This design comes from an exercise in tuning for small area, a short achievable clock period and few clock cycles per item on the open sky130 flow, not from production work. No functional check of the RTL was part of any run shown here. Power figures rest on the tool's default switching activity, not on a simulated workload.

==> flow/design.v, too long to show whole: its modules and the start of the top module <==
// module mult32x32_fast: 1961 lines
// module mfa: 4 lines
// module mha: 4 lines
// module mpg: 4 lines
// module mgpa: 4 lines
// module mgpb: 4 lines
// module mga: 3 lines
// module mgb: 3 lines
// module mencm: 10 lines
// module mencm0: 9 lines
// module mmx: 3 lines
// module menc: 4 lines
// module mbpp: 3 lines
module mult32x32_fast (
    input logic clk,
    input logic reset,
    input logic start,
    input logic [31:0] a,
    input logic [31:0] b,
    output logic busy,
    output logic [63:0] product
);
  // ...
==> flow/flow/run.sh <==
#!/bin/bash
# Own layout flow: the standard synthesis and layout (standard.sh), with these changes:
#  - before floorplanning, each combinational cell of the synthesized netlist gets the drive
#    strength its fanout calls for (flow/resize.py): the smallest variant of its footprint for
#    a small fanout, larger ones for large fanouts. Registers are untouched; the layout's repair
#    steps size cells again where slew, capacitance or timing need it;
#  - ports are buffered with buf_2 instead of the default port buffer;
#  - timing repair only sizes cells up and swaps pins (no buffering or cloning), and the
#    repair after global routing is skipped (the repair after clock tree synthesis remains).
# Each tool's output goes to a log file in this folder.
set -euo pipefail
R=orfs/results/sky130hd/mult32x32_fast/base
export BUFFER_PORTS_ARGS="-buffer_cell sky130_fd_sc_hd__buf_2"
export SKIP_INCREMENTAL_REPAIR=1
export SETUP_MOVE_SEQUENCE="sizeup,swap"
bash standard.sh synth > synth.log 2>&1
python3 flow/resize.py "$FLOW_HOME/platforms/sky130hd/lib/sky130_fd_sc_hd__tt_025C_1v80.lib" $R/1_2_yosys.v > resize.log 2>&1
touch $R/1_2_yosys.v
bash standard.sh > layout.log 2>&1
==> flow/flow/resize.py <==
#!/usr/bin/env python3
"""Size the combinational cells of the synthesized netlist by the fanout they drive:
each cell gets the variant of its footprint (same function and pins) whose drive suits its
fanout: the smallest for a fanout up to FO1, drive 2 up to FO2, else drive 4.
Flip-flops, latches and tie cells are left as synthesis made them. The layout's own repair
steps size cells again where slew, capacitance or timing need it.
usage: resize.py LIBERTY NETLIST [FO1 FO2]"""
import re, sys, collections
lib, path = sys.argv[1], sys.argv[2]
FO1 = int(sys.argv[3]) if len(sys.argv) > 3 else 5
FO2 = int(sys.argv[4]) if len(sys.argv) > 4 else 12
area, foot, seq, outs = {}, {}, set(), collections.defaultdict(set)
cur = None; pin = None
for line in open(lib):
    m = re.search(r'^\s*cell\s*\(\s*"?(sky130_fd_sc_hd__\w+)"?\s*\)', line)
    if m:
        cur = m.group(1); pin = None; continue
    if cur is None:
        continue
    m = re.search(r'^\s*area\s*:\s*([\d.]+)', line)
    if m: area[cur] = float(m.group(1))
    m = re.search(r'cell_footprint\s*:\s*"([^"]+)"', line)
    if m: foot[cur] = m.group(1)
    if re.search(r'^\s*(ff|latch|statetable)\s*\(', line): seq.add(cur)
    m = re.search(r'^\s*pin\s*\(\s*"?(\w+)"?\s*\)', line)
    if m: pin = m.group(1)
    if pin and re.search(r'direction\s*:\s*"?output', line): outs[cur].add(pin)
fam = collections.defaultdict(list)
for c, f in foot.items():
    if c in seq or "lpflow" in c or "probe" in c or c not in area:
        continue
    fam[f].append(c)
def strength(c):
    m = re.search(r'_(\d+)$', c)
    return int(m.group(1)) if m else 1
for f in fam:
    fam[f].sort(key=lambda c: (strength(c), area[c]))
text = open(path).read()
inst_re = re.compile(r'^(\s*)(sky130_fd_sc_hd__\w+)(\s+)(\S+)(\s*\((.*?)\);)', re.M | re.S)
insts = []
fanout = collections.Counter()
for m in inst_re.finditer(text):
    cell = m.group(2)
    conns = re.findall(r'\.(\w+)\(([^()]*)\)', m.group(6))
    o = [n.strip() for p, n in conns if p in outs.get(cell, ())]
    for p, n in conns:
        if p not in outs.get(cell, ()):
            fanout[n.strip()] += 1
    insts.append((m.start(2), m.end(2), cell, o))
out = []
last = 0
changes = collections.Counter()
for s, e, cell, o in insts:
    new = cell
    if cell not in seq and cell in foot and "conb" not in cell and foot[cell] in fam:
        fo = max([fanout[n] for n in o] + [0])
        want = 0 if fo <= FO1 else (2 if fo <= FO2 else 4)
        vs = fam[foot[cell]]
        ok = [v for v in vs if strength(v) >= want] or [vs[-1]]
        # the smallest area that gives the drive; among equal areas the strongest
        new = min(ok, key=lambda v: (area[v], -strength(v)))
    out.append(text[last:s]); out.append(new); last = e
    if new != cell: changes[(cell, new)] += 1
out.append(text[last:])
open(path, "w").write("".join(out))
for (a, b), n in sorted(changes.items()):
    print(f"{a} -> {b}: {n}")
==> flow/standard.sh <==
#!/bin/bash
# synth_recipe.tcl (not shown) runs the flow's synth.tcl, then flattens the netlist and writes it again
# the make line also repeats each setting of config.mk as NAME=value (left out here)
make -C /OpenROAD-flow-scripts/flow DESIGN_CONFIG=/design/flow/config.mk WORK_HOME=/design/flow/orfs CLKGATE_MAP_FILE= SYNTH_SCRIPT=/design/flow/synth_recipe.tcl "${@:-finish}"
==> flow/config.mk <==
export PLATFORM = sky130hd
export DESIGN_NAME = mult32x32_fast
export DESIGN_NICKNAME = mult32x32_fast
export VERILOG_FILES = /design/flow/design.v
export SDC_FILE = /design/flow/constraint.sdc
export NUM_CORES = 4
export LEC_CHECK = 0
export CAP_MARGIN = 20
export CORE_MARGIN = 2
export CORE_UTILIZATION = 40
export CTS_BUF_LIST = sky130_fd_sc_hd__clkbuf_4 sky130_fd_sc_hd__clkbuf_8
export SETUP_SLACK_MARGIN = 4.8
export SLEW_MARGIN = 20
export SYNTH_HIERARCHICAL = 1
export SYNTH_MINIMUM_KEEP_SIZE = 0
export TNS_END_PERCENT = 0
==> flow/constraint.sdc <==
create_clock -name core_clock -period 10.0 [get_ports {clk}]
set_input_delay 2.0000 -clock core_clock [delete_from_list [all_inputs] [get_ports {clk}]]
set_output_delay 2.0000 -clock core_clock [all_outputs]
set_load 0.01 [all_outputs]
==> metrics.md, run 1 <==
| Metric | Value |
|---|---|
| Comb pwr | 7.59 mW |
| Worst min-delay path class | reg -> reg |
| Final worst slack | 4480 ps |
| Commonest non-fill, non-tap cell in the layout | xnor2_1 |
| PD cells | 463 nW/µm² |
| Setup tns final | 0 ps |
| Cells after Synth | about 1,700 |
| Vias in the first global route | between 10,000 and 15,000 |
| Area taken by flip-flops and latches | 3420 µm² |
| Combinational share of power | 80.5% |
| Final net count | 2,251 |
| Die height | 217 µm |
| Post-CTS Setup Bufs | 0 |
| Final min period | 5520 ps |
| Routing usage on met2 | 42.3% |
| Critical path cell sequence | buf_2 > nand3b_1 > a31oi_4 > a22oi_1 > xnor2_1 > fa_1 > fa_1 > fa_1 > fa_2 > fa_1 |
| Initial antenna violation count | 1 |
| Clock skew | 26.9 ps |
| CP startpoint kind | input port |
| Max power group | combinational cells |
| Status | complete, no violations |
| Via count | 14,700 |
| Seq area share | 16.8% |
| Final period utilization | 55.2% |
| Setup violators final | 0 |
| Hold endpoint | L[0] |
| H-tree levels | 4 |
| Seq power | 1.37 mW |
| I/O pin total | 132 |
| CP max-delay cell | fa_1 |
| Hold Slack | 698 ps |
==> run 2, diff against run 1 <==
--- a/flow/config.mk
+++ b/flow/config.mk
@@ -8,5 +8,5 @@
 export CAP_MARGIN = 20
 export CORE_MARGIN = 2
-export CORE_UTILIZATION = 40
+export CORE_UTILIZATION = 50
 export CTS_BUF_LIST = sky130_fd_sc_hd__clkbuf_4 sky130_fd_sc_hd__clkbuf_8
 export SETUP_SLACK_MARGIN = 4.8
==> metrics.md, run 2 <==
| Metric | Value |
|---|---|
| Post-Syn Area | 18,200 µm² (unchanged) |
| CP max-delay cell | a31oi_2 (was fa_1) |
| Antenna diodes | 0 (unchanged) |
| Total Routing Usage GR | 32.2% (was 26.2%) |
| Final net count | 2,250 (was 2,251) |
| Critical path depth in cells | 11 (was 10) |
| Post-CTS Setup Bufs | 0 (unchanged) |
| Worst min-delay path class | reg -> reg (unchanged) |
| Setup violators final | 0 (unchanged) |
| Hold Slack | 734 ps (was 698 ps) |
| Final-report hold violation count | 0 (unchanged) |
| Die ar. | 37,900 µm² (was 47,200 µm²) |
| Clock latency on the worst-skew pair | 460 ps (was 470 ps) |
| Most frequent cells in the layout | xnor2_1 (293), a22oi_1 (240), fa_1 (236), nand2_1 (127), nor2_1 (122) (was xnor2_1 (296), a22oi_1 (248), fa_1 (237), nand2_1 (127), buf_2 (126)) |
| Die height | 195 µm (was 217 µm) |
| Hold_sp | hcr[0] (unchanged) |
| Crit path DAT | 5660 ps (was 5690 ps) |
| Cells after Synth | 1,714 (unchanged) |
| Worst Setup SP | b[4] (was b[19]) |
| # hold bufs at CTS | 0 (unchanged) |
| Crit-path leading delay family | adder cells (unchanged) |
| Clock skew | 23.1 ps (was 26.9 ps) |
| WP buf/inv | 1 (unchanged) |
| Final WL | 59.8 mm (was 61.0 mm) |
| Post-DP HPWL | 46.6 mm (was 47.7 mm) |
| Vias in the first global route | 14,900 (was 14,800) |
| CORE AREA | 35,700 µm² (was 45,100 µm²) |
| Clk root buf | clkbuf_8 (unchanged) |
| CP most frequent cell | fa_2 (was fa_1) |
| Critical Path Max Stage Delay | 670 ps (was 570 ps) |
| Yosys warnings | 7 (unchanged) |
| First-pass GRT wire length | 92.3 mm (was 93.4 mm) |
| Commonest non-fill, non-tap cell in the layout | xnor2_1 (unchanged) |
| Critical path cell sequence | buf_4 > nor2b_1 > a221oi_1 > a31oi_2 > a22oi_1 > xnor2_1 > fa_2 > fa_2 > fa_2 > fa_2 > ha_1 (was buf_2 > nand3b_1 > a31oi_4 > a22oi_1 > xnor2_1 > fa_1 > fa_1 > fa_1 > fa_2 > fa_1) |
| Leakage power | 7.39 nW (was 7.35 nW) |
| Worst slew pin tran | 1010 ps (was 1000 ps) |
| Final min period | 5470 ps (was 5520 ps) |
| Cts repair resizes | 83 (was 43) |
| Avg Inst Size Synth | 10.6 µm² (unchanged) |
| Count of input and output buffers | 131 (unchanged) |
| Core Rows | 69 (was 78) |
| DRT Pass-1 Iters | 8 (was 6) |
| Final period utilization | 54.7% (was 55.2%) |
| Biggest regs | hcr x48, hsr x48, L x16 (unchanged) |
| Flop2flop setup slack | 4620 ps (was 4560 ps) |
| Pin count of the biggest net entering global routing | 78 (was 72) |
| TritonCTS Buffers | 17 (unchanged) |
| GP Congestion | 0.927 (was 0.920) |
| Req. time, crit path | 10,200 ps (was 10,170 ps) |
| Final Max Slew Viols | 0 (unchanged) |
| Area growth, synth to finish | 11.9% (was 12.0%) |
| Max-Cap Viols | 0 (unchanged) |
| Reg clk slew, reported paths | 70 ps (was 80 ps) |
| Reg-to-Reg End | hcr[31] (was hcr[27]) |
| Max Root-Sink Buffers | 2 (unchanged) |
| I/O pin total | 132 (unchanged) |
| Max_slew headroom | 32.6% (was 33.1%) |
| R2R Path Start | hsr[5] (was hcr[35]) |
| Drt wl/cell | 25.7 µm (was 24.7 µm) |
| Crit end category | flop (unchanged) |
| Initial core utilization | 51.0% (was 40.3%) |
| Clock tree from TritonCTS | yes (unchanged) |
| PD cells | 460 nW/µm² (was 463 nW/µm²) |
| H-tree levels | 4 (unchanged) |
| Grt ovf | 0 (unchanged) |
| Share of layout cells above drive strength 1 | 19.6% (was 18.8%) |
| Via-per-instance ratio | 6.27 (was 5.94) |
| Setup tns final | 0 ps (unchanged) |
| CP startpoint kind | input port (unchanged) |
| Detail Route Antenna Nets | 0 (unchanged) |
| Fmax | 183 MHz (was 181 MHz) |
| Setup CP Type | in -> reg (unchanged) |
| Initial DRC count | 1,653 (was 1,225) |
| Post-Syn Nets | 2,108 (unchanged) |
| Max FO, Critical Path | 10 (was 19) |
| CTS sink count | 114 (unchanged) |
| Initial antenna violation count | 0 (was 1) |
| Via count | 14,600 (was 14,700) |
| Setup crit end | hcr[15] (was hcr[33]) |
| Maximum VDD drop | 0.000230 V (was 0.000319 V) |
| R2r worst-path depth | 15 (was 14) |
| Remaining DRCs | 0 (unchanged) |
| Width of the die | 195 µm (was 217 µm) |
| Status | complete, no violations (unchanged) |
[run 2: cell count changes in the layout (fill, tap and decap cells not counted), sizes merged]
cell / before / now
inv: 58 / 56
buf: 137 / 136
clkbuf: 17 / 18
clkinv: 4 / 5
[run 2: worst min-delay path by stage]
stage / cells after the start / endpoint / slack [ps]
after floorplan: 1 / L[0] / 550
after global placement: 1 / L[0] / 710
after detailed placement: 1 / L[0] / 720
after CTS: 1 / L[0] / 750
after global routing: 1 / L[0] / 740
final: 1 / L[0] / 730
[run 2: report_power, final]
group          leakage [nW]  switching [mW]  internal, mW
Sequential             1.15          0.0883          1.29
Clock                 0.192           0.201         0.247
Combinational          6.05            4.54          2.99
[run 2: worst register-to-register path, stage by stage (launching register included)]
cell and delay [ps]:
edfxtp_1 390, ha_1 390, nand2_1 140, nor2_1 290, nand2_1 150, o21ai_1 370
inv_2 50, o21ai_1 250, a21oi_1 150, xor2_2 380, nor2_1 150, fa_1 470
fa_1 480, fa_1 460, fa_1 420, fa_1 540
[run 2: cell type report]
cell class,count,area (µm²)
Clock inverter,14,164
Tap cell,461,577
Inverter,55,206
Clock buffer,18,241
Multi-Input combinational cell,1532,15000
Timing Repair Buffer,136,753
Sequential cell,114,3420
Fill cell,3157,15300
[run 2: stage by stage]
stage          setup WS [ps]  power [mW]  area (µm²)  cells  util [%]
3_5_place_dp            3780        8.71       19500   2298      54.6
2_1_floorplan           4620        5.95       18300   1714         -
6_report                4530        9.36       20300   2330      57.0
5_1_grt                 4360        10.2       20300   2330      57.0
4_1_cts                 4640        9.33       20300   2330      57.0
3_3_place_gp            3800        8.59       19500   2298      54.6
[run 2: layer usage]
| metal | vias up | global-route usage [%] | wire length [µm] |
|---|---|---|---|
| li1 | 6449 | - | - |
| met1 | 7374 | 45.0 | 25700 |
| met2 | 701 | 51.5 | 27600 |
| met3 | 80 | 5.33 | 4760 |
| met4 | 0 | 9.60 | 1690 |
| met5 | - | 0 | 0 |
==> run 3, diff against run 2 <==
--- a/flow/config.mk
+++ b/flow/config.mk
@@ -8,6 +8,7 @@
 export CAP_MARGIN = 20
 export CORE_MARGIN = 2
-export CORE_UTILIZATION = 50
+export CORE_UTILIZATION = 40
 export CTS_BUF_LIST = sky130_fd_sc_hd__clkbuf_4 sky130_fd_sc_hd__clkbuf_8
+export GPL_ROUTABILITY_DRIVEN = 0
 export SETUP_SLACK_MARGIN = 4.8
 export SLEW_MARGIN = 20
==> metrics.md, run 3 <==
| Metric | Value |
|---|---|
| Initial DRC count | 1,541 (was 1,653) |
| Drt wl/cell | 24.5 µm (was 25.7 µm) |
| Cells after Synth | 1,714 (unchanged) |
| Most frequent cells in the layout | xnor2_1 (294), a22oi_1 (233), fa_1 (232), nand2_1 (127), nor2_1 (121) (was xnor2_1 (293), a22oi_1 (240), fa_1 (236), nand2_1 (127), nor2_1 (122)) |
| Final min period | 5420 ps (was 5470 ps) |
| Antenna diodes | 0 (unchanged) |
| Max_slew headroom | 23.7% (was 32.6%) |
| Initial core utilization | 40.3% (was 51.0%) |
| Yosys warnings | 7 (unchanged) |
| Max-Cap Viols | 0 (unchanged) |
| Sw Ratio | 51.3% (was 51.6%) |
| Clk root buf | clkbuf_8 (unchanged) |
| Clock skew | 23.7 ps (was 23.1 ps) |
| Flop2flop setup slack | 4590 ps (was 4620 ps) |
| Placed cell areas | 19,700 µm² (was 19,500 µm²) |
| Post-CTS Setup Bufs | 0 (unchanged) |
| Leakage power | 7.43 nW (was 7.39 nW) |
| Die ar. | 47,200 µm² (was 37,900 µm²) |
| Count of input and output buffers | 131 (unchanged) |
| First-pass GRT wire length | 92.7 mm (was 92.3 mm) |
| DRT Pass-1 Iters | 7 (was 8) |
| Setup violators final | 0 (unchanged) |
| Maximum VDD drop | 0.000320 V (was 0.000230 V) |
| Worst min-delay path class | reg -> reg (unchanged) |
| Grt ovf | 0 (unchanged) |
| P_sw | 4.82 mW (was 4.83 mW) |
| Final net count | 2,251 (was 2,250) |
| Critical Path Max Stage Delay | 700 ps (was 670 ps) |
| Crit end category | primary output (was flop) |
| Hold Slack | 625 ps (was 734 ps) |
| Share of layout cells above drive strength 1 | 20.4% (was 19.6%) |
| Post-Syn Area | 18,200 µm² (unchanged) |
| Final period utilization | 54.2% (was 54.7%) |
| R2R Path Start | hcr[7] (was hsr[5]) |
| Reg clk slew, reported paths | 70 ps (about the same) |
| Initial antenna violation count | 0 (unchanged) |
| Status | complete, no violations (unchanged) |
| Width of the die | 217 µm (was 195 µm) |
| Hold endpoint | L[0] (unchanged) |
| Max Root-Sink Buffers | 2 (unchanged) |
| Cell depth of the worst hold path | 1 (unchanged) |
| TritonCTS Buffers | 17 (unchanged) |
| Final Max Slew Viols | 0 (unchanged) |
| PD cells | 455 nW/µm² (was 460 nW/µm²) |
| Biggest regs | hcr x48, hsr x48, L x16 (unchanged) |
| Detail Route Antenna Nets | 0 (unchanged) |
| # fillers | 4,236 (was 3,157) |
| Req. time, crit path | 8000 ps (was 10,200 ps) |
| CP max-delay cell | xnor2_1 (was a31oi_2) |
| Setup CP Type | reg -> out (was in -> reg) |
| Final WL | 60.6 mm (was 59.8 mm) |
| Total Routing Usage GR | 25.9% (was 32.2%) |
| Core Rows | 78 (was 69) |
| CORE AREA | 45,100 µm² (was 35,700 µm²) |
| Die height | 217 µm (was 195 µm) |
| Pin count of the biggest net entering global routing | 84 (was 78) |
| H-tree levels | 4 (unchanged) |
| Reg-to-Reg End | hcr[23] (was hcr[31]) |
| Area growth, synth to finish | 13.5% (was 11.9%) |
| I/O pin total | 132 (unchanged) |
| Clock latency on the worst-skew pair | 450 ps (was 460 ps) |
| Worst slew pin tran | 1140 ps (was 1010 ps) |
| CTS sink count | 114 (unchanged) |
| Avg Inst Size Synth | 10.6 µm² (unchanged) |
| Final-report hold violation count | 0 (unchanged) |
| Critical path cell sequence | ha_1 > a21oi_1 > o21ai_1 > a21oi_1 > o21ai_1 > a21oi_1 > o21ai_1 > xnor2_1 > mux2i_1 > buf_2 (was buf_4 > nor2b_1 > a221oi_1 > a31oi_2 > a22oi_1 > xnor2_1 > fa_2 > fa_2 > fa_2 > fa_2 > ha_1) |
| Clock tree from TritonCTS | yes (unchanged) |
| # hold bufs at CTS | 0 (unchanged) |
| Remaining DRCs | 0 (unchanged) |
| Clk pwr share | 5.1% (was 4.8%) |
| R2r worst-path depth | 14 (was 15) |
| Fmax | 184 MHz (was 183 MHz) |
| Post-DP HPWL | 46.8 mm (was 46.6 mm) |
| Combinational share of power | 80.1% (was 80.5%) |
| Cell-internal power | 4.58 mW (was 4.53 mW) |
| CP startpoint kind | flop (was input port) |
| Final instance area | 20,600 µm² (was 20,300 µm²) |
| Cts repair resizes | 102 (was 83) |
| Max FO, Critical Path | 3 (was 10) |
| Commonest non-fill, non-tap cell in the layout | xnor2_1 (unchanged) |
| Hold_sp | hsr[0] (was hcr[0]) |
| Crit path DAT | 3420 ps (was 5660 ps) |
| Sequential power share | 14.8% (was 14.7%) |
| Via-per-instance ratio | 5.97 (was 6.27) |
| Vias in the first global route | 14,800 (was 14,900) |
| Setup tns final | 0 ps (unchanged) |
| Post-Syn Nets | 2,108 (unchanged) |
| Via count | 14,700 (was 14,600) |
[run 3: through the flow]
step	setup slack, ps	cells	total power, mW	utilization, %
3_3_place_gp	3840	2438	8.53	43.6
6_report	4580	2470	9.39	45.7
4_1_cts	4680	2470	9.36	45.7
2_1_floorplan	4620	1714	5.95	-
5_1_grt	4410	2470	10.3	45.7
3_5_place_dp	3830	2438	8.72	43.6
[run 3: worst max path at each step]
stage	slack (ps)	end	startpoint
after CTS	4680	hcr[35]	b[15]
after floorplan	4620	hcr[33]	b[4]
after global routing	4410	hcr[26]	hcr[7]
after detailed placement	3830	hcr[16]	b[7]
final	4580	product[36]	hcr[7]
after global placement	3840	hcr[18]	b[9]
[run 3: area by class of cell]
class / instances / area, µm² / share of cell area [%]
inverter: 55 / 206 / 1.00
tap: 600 / 751 / 3.64
multi-input combinational: 1532 / 15000 / 72.9
sequential: 114 / 3420 / 16.6
clock buffer: 19 / 249 / 1.21
clock inverter: 13 / 185 / 0.898
timing repair buffer: 137 / 771 / 3.74
[run 3: power groups by stage]
stage                     Sequential [mW]  Clock (mW)  Combinational, mW
after floorplan                      1.36           0               4.59
after global placement               1.39           0               7.14
after detailed placement             1.40           0               7.32
after global routing                 1.41       0.506               8.35
final                                1.39       0.480               7.52
after CTS                            1.39       0.487               7.48
[run 3: routing by layer]
metal / GRT usage, % / wire (µm)
met1: 36.5 / 25900
met2: 42.2 / 28300
met3: 3.48 / 4800
met4: 6.69 / 1630
met5: 0 / 0
[run 3: worst max-delay path: cells and delay by family (launching register included)]
kind                     cells  cell delay [ps]
AO/OA/AOI/OAI                6             1150
XOR/XNOR                     1              700
adder cells (fa/ha/maj)      1              370
buffers and inverters        1              200
flip-flops                   1              370
multiplexers                 1              200
==> run 4, diff against run 3 <==
--- a/flow/flow/run.sh
+++ b/flow/flow/run.sh
@@ -11,5 +11,5 @@
 set -euo pipefail
 R=orfs/results/sky130hd/mult32x32_fast/base
-export BUFFER_PORTS_ARGS="-buffer_cell sky130_fd_sc_hd__buf_2"
+export BUFFER_PORTS_ARGS="-buffer_cell sky130_fd_sc_hd__buf_4"
 export SKIP_INCREMENTAL_REPAIR=1
 export SETUP_MOVE_SEQUENCE="sizeup,swap"
==> metrics.md, run 4 <==
| Metric | Value |
|---|---|
| Max_slew headroom | 25.5% (was 23.7%) |
| Biggest regs | hcr x48, hsr x48, L x16 (unchanged) |
| Final-report hold violation count | 0 (unchanged) |
| H-tree levels | 4 (unchanged) |
| Fmax | 182 MHz (was 184 MHz) |
| CP startpoint kind | input port (was flop) |
| Initial antenna violation count | 0 (unchanged) |
| Count of input and output buffers | 131 (unchanged) |
| Flop2flop setup slack | 4530 ps (was 4590 ps) |
| Total Routing Usage GR | 25.6% (was 25.9%) |
| Initial core utilization | 40.3% (unchanged) |
| # hold bufs at CTS | 0 (unchanged) |
| Final net count | 2,251 (unchanged) |
| Die ar. | 47,200 µm² (unchanged) |
| Drt wl/cell | 24.3 µm (was 24.5 µm) |
| CTS sink count | 114 (unchanged) |
| Antenna diodes | 0 (unchanged) |
| TritonCTS Buffers | 17 (unchanged) |
| Post-DP HPWL | 46.8 mm (about the same) |
| Worst slew pin tran | 1120 ps (was 1140 ps) |
| R2r worst-path depth | 14 (unchanged) |
| R2R Path Start | hcr[21] (was hcr[7]) |
| Leakage power | 7.41 nW (was 7.43 nW) |
| Post-CTS Setup Bufs | 0 (unchanged) |
| Setup CP Type | in -> reg (was reg -> out) |
| Detail Route Antenna Nets | 0 (unchanged) |
| Setup tns final | 0 ps (unchanged) |
| Clock tree from TritonCTS | yes (unchanged) |
| Clk root buf | clkbuf_8 (unchanged) |
| Setup violators final | 0 (unchanged) |
| Clock skew | 25.4 ps (was 23.7 ps) |
| Via count | 14,600 (was 14,700) |
| Core Rows | 78 (unchanged) |
| Setup crit end | hcr[35] (was product[36]) |
| Post-Syn Nets | 2,108 (unchanged) |
| Cts repair resizes | 23 (was 102) |
| Avg Inst Size Synth | 10.6 µm² (unchanged) |
| Commonest non-fill, non-tap cell in the layout | xnor2_1 (unchanged) |
| Reg-to-Reg End | hcr[25] (was hcr[23]) |
| Req. time, crit path | 10,170 ps (was 8000 ps) |
| Via-per-instance ratio | 5.92 (was 5.97) |
| Most frequent cells in the layout | xnor2_1 (297), a22oi_1 (248), fa_1 (237), buf_4 (137), nand2_1 (127) (was xnor2_1 (294), a22oi_1 (233), fa_1 (232), nand2_1 (127), nor2_1 (121)) |
| Vias in the first global route | 14,900 (was 14,800) |
| Initial DRC count | 1,491 (was 1,541) |
| I/O pin total | 132 (unchanged) |
| Crit path DAT | 5670 ps (was 3420 ps) |
| Max FO, Critical Path | 18 (was 3) |
| Max-Cap Viols | 0 (unchanged) |
| Maximum VDD drop | 0.000325 V (was 0.000320 V) |
| Die height | 217 µm (unchanged) |
| Pre-CTS setup slack | 3880 ps (was 3830 ps) |
| Remaining DRCs | 0 (unchanged) |
| Clock latency on the worst-skew pair | 460 ps (was 450 ps) |
| Total power | 9.57 mW (was 9.39 mW) |
| Final WL | 60.0 mm (was 60.6 mm) |
| Pin count of the biggest net entering global routing | 84 (unchanged) |
| Final period utilization | 55.0% (was 54.2%) |
| PD cells | 466 nW/µm² (was 455 nW/µm²) |
| Cells after Synth | 1,714 (unchanged) |
| Final Max Slew Viols | 0 (unchanged) |
| Worst min-delay path class | reg -> reg (unchanged) |
| Final worst slack | 4500 ps (was 4580 ps) |
| Crit end category | flop (was primary output) |
| Worst Setup SP | b[3] (was hcr[7]) |
| Final min period | 5500 ps (was 5420 ps) |
| First-pass GRT wire length | 91.3 mm (was 92.7 mm) |
| Grt ovf | 0 (unchanged) |
| Width of the die | 217 µm (unchanged) |
| Post-Syn Area | 18,200 µm² (unchanged) |
| CORE AREA | 45,100 µm² (unchanged) |
| Status | complete, no violations (unchanged) |
| Yosys warnings | 7 (unchanged) |
| Reg clk slew, reported paths | 70 ps (about the same) |
| Share of layout cells above drive strength 1 | 18.2% (was 20.4%) |
| Hold Slack | 635 ps (was 625 ps) |
| DRT Pass-1 Iters | 5 (was 7) |
| Area growth, synth to finish | 12.9% (was 13.5%) |
| Final Util | 45.5% (was 45.7%) |
| Max Root-Sink Buffers | 2 (unchanged) |
## run 4: worst max-delay path, cell delays in order
cell      delay (ps)
buf_4            210
nor2_1            70
a221oi_1         420
a31oi_4          160
a22oi_1          330
xnor2_1          120
fa_1             420
fa_1             410
fa_1             520
fa_1             450
fa_1             540
## run 4: per-layer routing
layer	GRT usage, %	wire (µm)	up-vias
li1	-	-	6465
met1	35.7	25800	7337
met2	40.8	27500	720
met3	3.79	4830	103
met4	8.72	1840	0
met5	0	0	-
## run 4: cell type report
cell class                      count  area [µm²]
Inverter                           55         206
Sequential cell                   114        3420
Timing Repair Buffer              137        1030
Clock buffer                       17         234
Clock inverter                     15         143
Tap cell                          600         751
Fill cell                        4289       24600
Multi-Input combinational cell   1532       14700
## run 4: how the worst min path moves through the flow
stage | start | to | cells after the start | slack (ps)
4_1_cts | hsr[0] | L[0] | 1 | 660
5_1_grt | hsr[0] | L[0] | 1 | 680
6_report | hsr[0] | L[0] | 1 | 640
3_3_place_gp | hsr[0] | L[0] | 1 | 600
2_1_floorplan | hsr[0] | L[0] | 1 | 550
3_5_place_dp | hsr[0] | L[0] | 1 | 630
## run 4: power breakdown
| group | switching (mW) | total, mW | internal (mW) |
|---|---|---|---|
| combinational | 4.56 | 7.77 | 3.21 |
| sequential | 0.0884 | 1.38 | 1.29 |
| clock | 0.203 | 0.421 | 0.218 |
## run 4: per-stage QoR
stage                     std cells  instance area (µm²)
after floorplan                1714                18300
after global placement         2438                20000
after detailed placement       2438                20000
after CTS                      2470                20500
after global routing           2470                20500
final                          2470                20500
==> run 5, diff against run 4 <==
--- a/flow/flow/run.sh
+++ b/flow/flow/run.sh
@@ -11,9 +11,9 @@
 set -euo pipefail
 R=orfs/results/sky130hd/mult32x32_fast/base
-export BUFFER_PORTS_ARGS="-buffer_cell sky130_fd_sc_hd__buf_4"
+export BUFFER_PORTS_ARGS="-buffer_cell sky130_fd_sc_hd__buf_2"
 export SKIP_INCREMENTAL_REPAIR=1
 export SETUP_MOVE_SEQUENCE="sizeup,swap"
 bash standard.sh synth > synth.log 2>&1
-python3 flow/resize.py "$FLOW_HOME/platforms/sky130hd/lib/sky130_fd_sc_hd__tt_025C_1v80.lib" $R/1_2_yosys.v > resize.log 2>&1
+python3 flow/resize.py "$FLOW_HOME/platforms/sky130hd/lib/sky130_fd_sc_hd__tt_025C_1v80.lib" $R/1_2_yosys.v 5 12 '(one|two|neg)[0-9]+_[0-9]+' > resize.log 2>&1
 touch $R/1_2_yosys.v
 bash standard.sh > layout.log 2>&1
--- a/flow/flow/resize.py
+++ b/flow/flow/resize.py
@@ -5,9 +5,11 @@
 Flip-flops, latches and tie cells are left as synthesis made them. The layout's own repair
 steps size cells again where slew, capacitance or timing need it.
-usage: resize.py LIBERTY NETLIST [FO1 FO2]"""
+Cells driving a net whose name matches STRONG (a regular expression) get drive 4.
+usage: resize.py LIBERTY NETLIST [FO1 FO2 [STRONG]]"""
 import re, sys, collections
 lib, path = sys.argv[1], sys.argv[2]
 FO1 = int(sys.argv[3]) if len(sys.argv) > 3 else 5
 FO2 = int(sys.argv[4]) if len(sys.argv) > 4 else 12
+STRONG = re.compile(sys.argv[5]) if len(sys.argv) > 5 else None
 area, foot, seq, outs = {}, {}, set(), collections.defaultdict(set)
 cur = None; pin = None
@@ -56,4 +58,6 @@
         fo = max([fanout[n] for n in o] + [0])
         want = 0 if fo <= FO1 else (2 if fo <= FO2 else 4)
+        if STRONG and any(STRONG.fullmatch(n) for n in o):
+            want = 4
         vs = fam[foot[cell]]
         ok = [v for v in vs if strength(v) >= want] or [vs[-1]]
==> metrics.md, run 5 <==
| Metric | Value |
|---|---|
| Status | complete, no violations (unchanged) |
| Grt ovf | 0 (unchanged) |
| I/O pin total | 132 (unchanged) |
| Crit path DAT | 5620 ps (was 5670 ps) |
| Final min period | 5430 ps (was 5500 ps) |
| Antenna diodes | 0 (unchanged) |
| Leakage power | 7.48 nW (was 7.41 nW) |
| H-tree levels | 4 (unchanged) |
| GR Layer Usage met3 | 4.22% (was 3.79%) |
| Vias in the first global route | 14,900 (about the same) |
| TritonCTS Buffers | 17 (unchanged) |
| PD cells | 456 nW/µm² (was 466 nW/µm²) |
| CP startpoint kind | input port (unchanged) |
| Commonest non-fill, non-tap cell in the layout | xnor2_1 (unchanged) |
| Via count | 14,600 (about the same) |
| Die ar. | 48,300 µm² (was 47,200 µm²) |
| Max_slew headroom | 35.5% (was 25.5%) |
| Area growth, synth to finish | 11.8% (was 12.9%) |
| Width of the die | 220 µm (was 217 µm) |
| CORE AREA | 46,300 µm² (was 45,100 µm²) |
| Clock skew | 23.4 ps (was 25.4 ps) |
| Setup CP Type | in -> reg (unchanged) |
| Setup tns final | 0 ps (unchanged) |
| Initial core utilization | 40.2% (was 40.3%) |
| Drt wl/cell | 24.5 µm (was 24.3 µm) |
| Detail Route Antenna Nets | 0 (unchanged) |
| Core Rows | 79 (was 78) |
| Worst min-delay path class | reg -> reg (unchanged) |
| Total power | 9.49 mW (was 9.57 mW) |
| # hold bufs at CTS | 0 (unchanged) |
| Max FO, Critical Path | 12 (was 18) |
| Hold Slack | 636 ps (was 635 ps) |
| Crit end category | flop (unchanged) |
| Max Root-Sink Buffers | 2 (unchanged) |
| CTS sink count | 114 (unchanged) |
| Post-Syn Area | 18,600 µm² (was 18,200 µm²) |
| Final period utilization | 54.3% (was 55.0%) |
| Setup crit end | hcr[23] (was hcr[35]) |
| Final net count | 2,248 (was 2,251) |
| Setup violators final | 0 (unchanged) |
| Hold_sp | hcr[0] (was hsr[0]) |
| Cts repair resizes | 40 (was 23) |
| Cells after Synth | 1,714 (unchanged) |
| Initial antenna violation count | 0 (unchanged) |
| Most frequent cells in the layout | xnor2_1 (293), fa_1 (239), a22oi_1 (224), nand2_1 (127), nor2_1 (123) (was xnor2_1 (297), a22oi_1 (248), fa_1 (237), buf_4 (137), nand2_1 (127)) |
| Routing usage on met2 | 40.3% (was 40.8%) |
| Count of input and output buffers | 131 (unchanged) |
| Final-report hold violation count | 0 (unchanged) |
| Biggest regs | hcr x48, hsr x48, L x16 (unchanged) |
| Final WL | 60.5 mm (was 60.0 mm) |
| Reg-to-Reg End | hcr[27] (was hcr[25]) |
| Req. time, crit path | 10,190 ps (was 10,170 ps) |
| Post-CTS Setup Bufs | 0 (unchanged) |
| Share of layout cells above drive strength 1 | 19.9% (was 18.2%) |
| Total Routing Usage GR | 25.4% (was 25.6%) |
| Grt met1 use | 34.7% (was 35.7%) |
| Remaining DRCs | 0 (unchanged) |
| # fillers | 4,372 (was 4,289) |
| Multi-input gate area | 15,300 µm² (was 14,700 µm²) |
| Worst Setup SP | b[1] (was b[3]) |
| First-pass GRT wire length | 91.9 mm (was 91.3 mm) |
| Max-Cap Viols | 0 (unchanged) |
| Die height | 220 µm (was 217 µm) |
| Area taken by flip-flops and latches | 3420 µm² (unchanged) |
| DRT Pass-1 Iters | 7 (was 5) |
| Post-Syn Nets | 2,108 (unchanged) |
| Yosys warnings | 7 (unchanged) |
| Initial DRC count | 1,439 (was 1,491) |
| Fmax | 184 MHz (was 182 MHz) |
| Most used routing layer | met2 (unchanged) |
| R2r worst-path depth | 14 (unchanged) |
| Worst slew pin tran | 968 ps (was 1120 ps) |
| Post-DP HPWL | 46.9 mm (was 46.8 mm) |
| Pin count of the biggest net entering global routing | 121 (was 84) |
| R2R Path Start | hcr[9] (was hcr[21]) |
| Final Util | 45.0% (was 45.5%) |
| Clock tree from TritonCTS | yes (unchanged) |
| Maximum VDD drop | 0.000372 V (was 0.000325 V) |
| Clk root buf | clkbuf_8 (unchanged) |
| Clock latency on the worst-skew pair | 460 ps (about the same) |
| Final Max Slew Viols | 0 (unchanged) |
| Avg Inst Size Synth | 10.9 µm² (was 10.6 µm²) |
| Via-per-instance ratio | 5.92 (about the same) |
| Reg clk slew, reported paths | 70 ps (about the same) |
| Flop2flop setup slack | 4620 ps (was 4530 ps) |
-- run 5: how the worst min path moves through the flow --
| stage | end | slack (ps) | cells after the start |
|---|---|---|---|
| 6_report | L[0] | 640 | 1 |
| 5_1_grt | L[0] | 690 | 1 |
| 4_1_cts | L[0] | 650 | 1 |
| 3_5_place_dp | L[0] | 630 | 1 |
| 3_3_place_gp | L[0] | 600 | 1 |
| 2_1_floorplan | L[0] | 550 | 1 |
-- run 5: power by group --
part	leakage [nW]	internal, mW	total, mW	switching, mW
clock	0.208	0.274	0.488	0.214
combinational	6.12	3.03	7.62	4.60
sequential	1.15	1.29	1.38	0.0882
total	7.48	4.59	9.49	4.90
-- run 5: final cells by class --
class / count / share of cell area (%)
Clock inverter: 15 / 1.00
Sequential cell: 114 / 16.4
Timing Repair Buffer: 134 / 3.43
Inverter: 55 / 0.992
Clock buffer: 17 / 1.12
Tap cell: 607 / 3.65
Multi-Input combinational cell: 1532 / 73.4
-- run 5: per-stage QoR --
stage	cells	setup WS (ps)	instance area, µm²
global route	2474	4400	20800
detailed placement	2442	3980	20200
finish	2474	4570	20800
global placement	2442	4010	20200
floorplan	1714	4550	18800
CTS	2474	4620	20800
-- run 5: routing by layer --
layer	routed length [µm]	part of all wire, %	up-vias
met3	4890	8.1	106
met5	0	0	-
met2	28000	46	710
met1	25600	42	7375
met4	2060	3.4	0
li1	-	-	6447
-- run 5: critical path, cell delays in order --
cell      delay (ps)
buf_2            250
nor2_1            80
a221oi_1         430
a31oi_4          150
a22oi_1          280
xnor2_1          130
fa_1             460
fa_1             490
fa_1             420
fa_1             510
fa_1             400

separate check: timing with driven ports:
The results above use ideal ports. As a check the final layouts listed here were re-extracted and re-timed, cells and wires unchanged.
Step 1, drivers: a clkbuf_16 drives clk and a buf_2 each remaining input, both assumed.
Step 2 also shifts input and output timing later by t, the mid clock arrival at the registers, as if the neighbouring blocks saw the same clock.
Three values: ideal, step 1, step 2; two values: the first two.
run	t, ns	setup WS [ns]	hold slack, ns	latest minus earliest clock arrival (ns)	worst register clock-pin slew, ns
run 1	0.497	4.483 / 4.498 / 4.000	0.698 / 0.698 / 0.698	0.027 / 0.027	0.10 / 0.10
run 2	0.493	4.532 / 4.550 / 4.057	0.734 / 0.734 / 0.734	0.023 / 0.023	0.09 / 0.09
run 3	0.478	4.580 / 4.536 / 4.133	0.625 / 0.625 / 0.625	0.024 / 0.024	0.09 / 0.09
run 4	0.497	4.495 / 4.494 / 4.004	0.635 / 0.635 / 0.635	0.026 / 0.025	0.09 / 0.09
run 5	0.499	4.565 / 4.531 / 4.092	0.636 / 0.636 / 0.636	0.023 / 0.023	0.09 / 0.09
After both steps setup and hold are still met in every run listed. For run 4, which loses most, drivers alone change the setup slack by -0.001 ns; drivers and shift together by -0.491 ns.
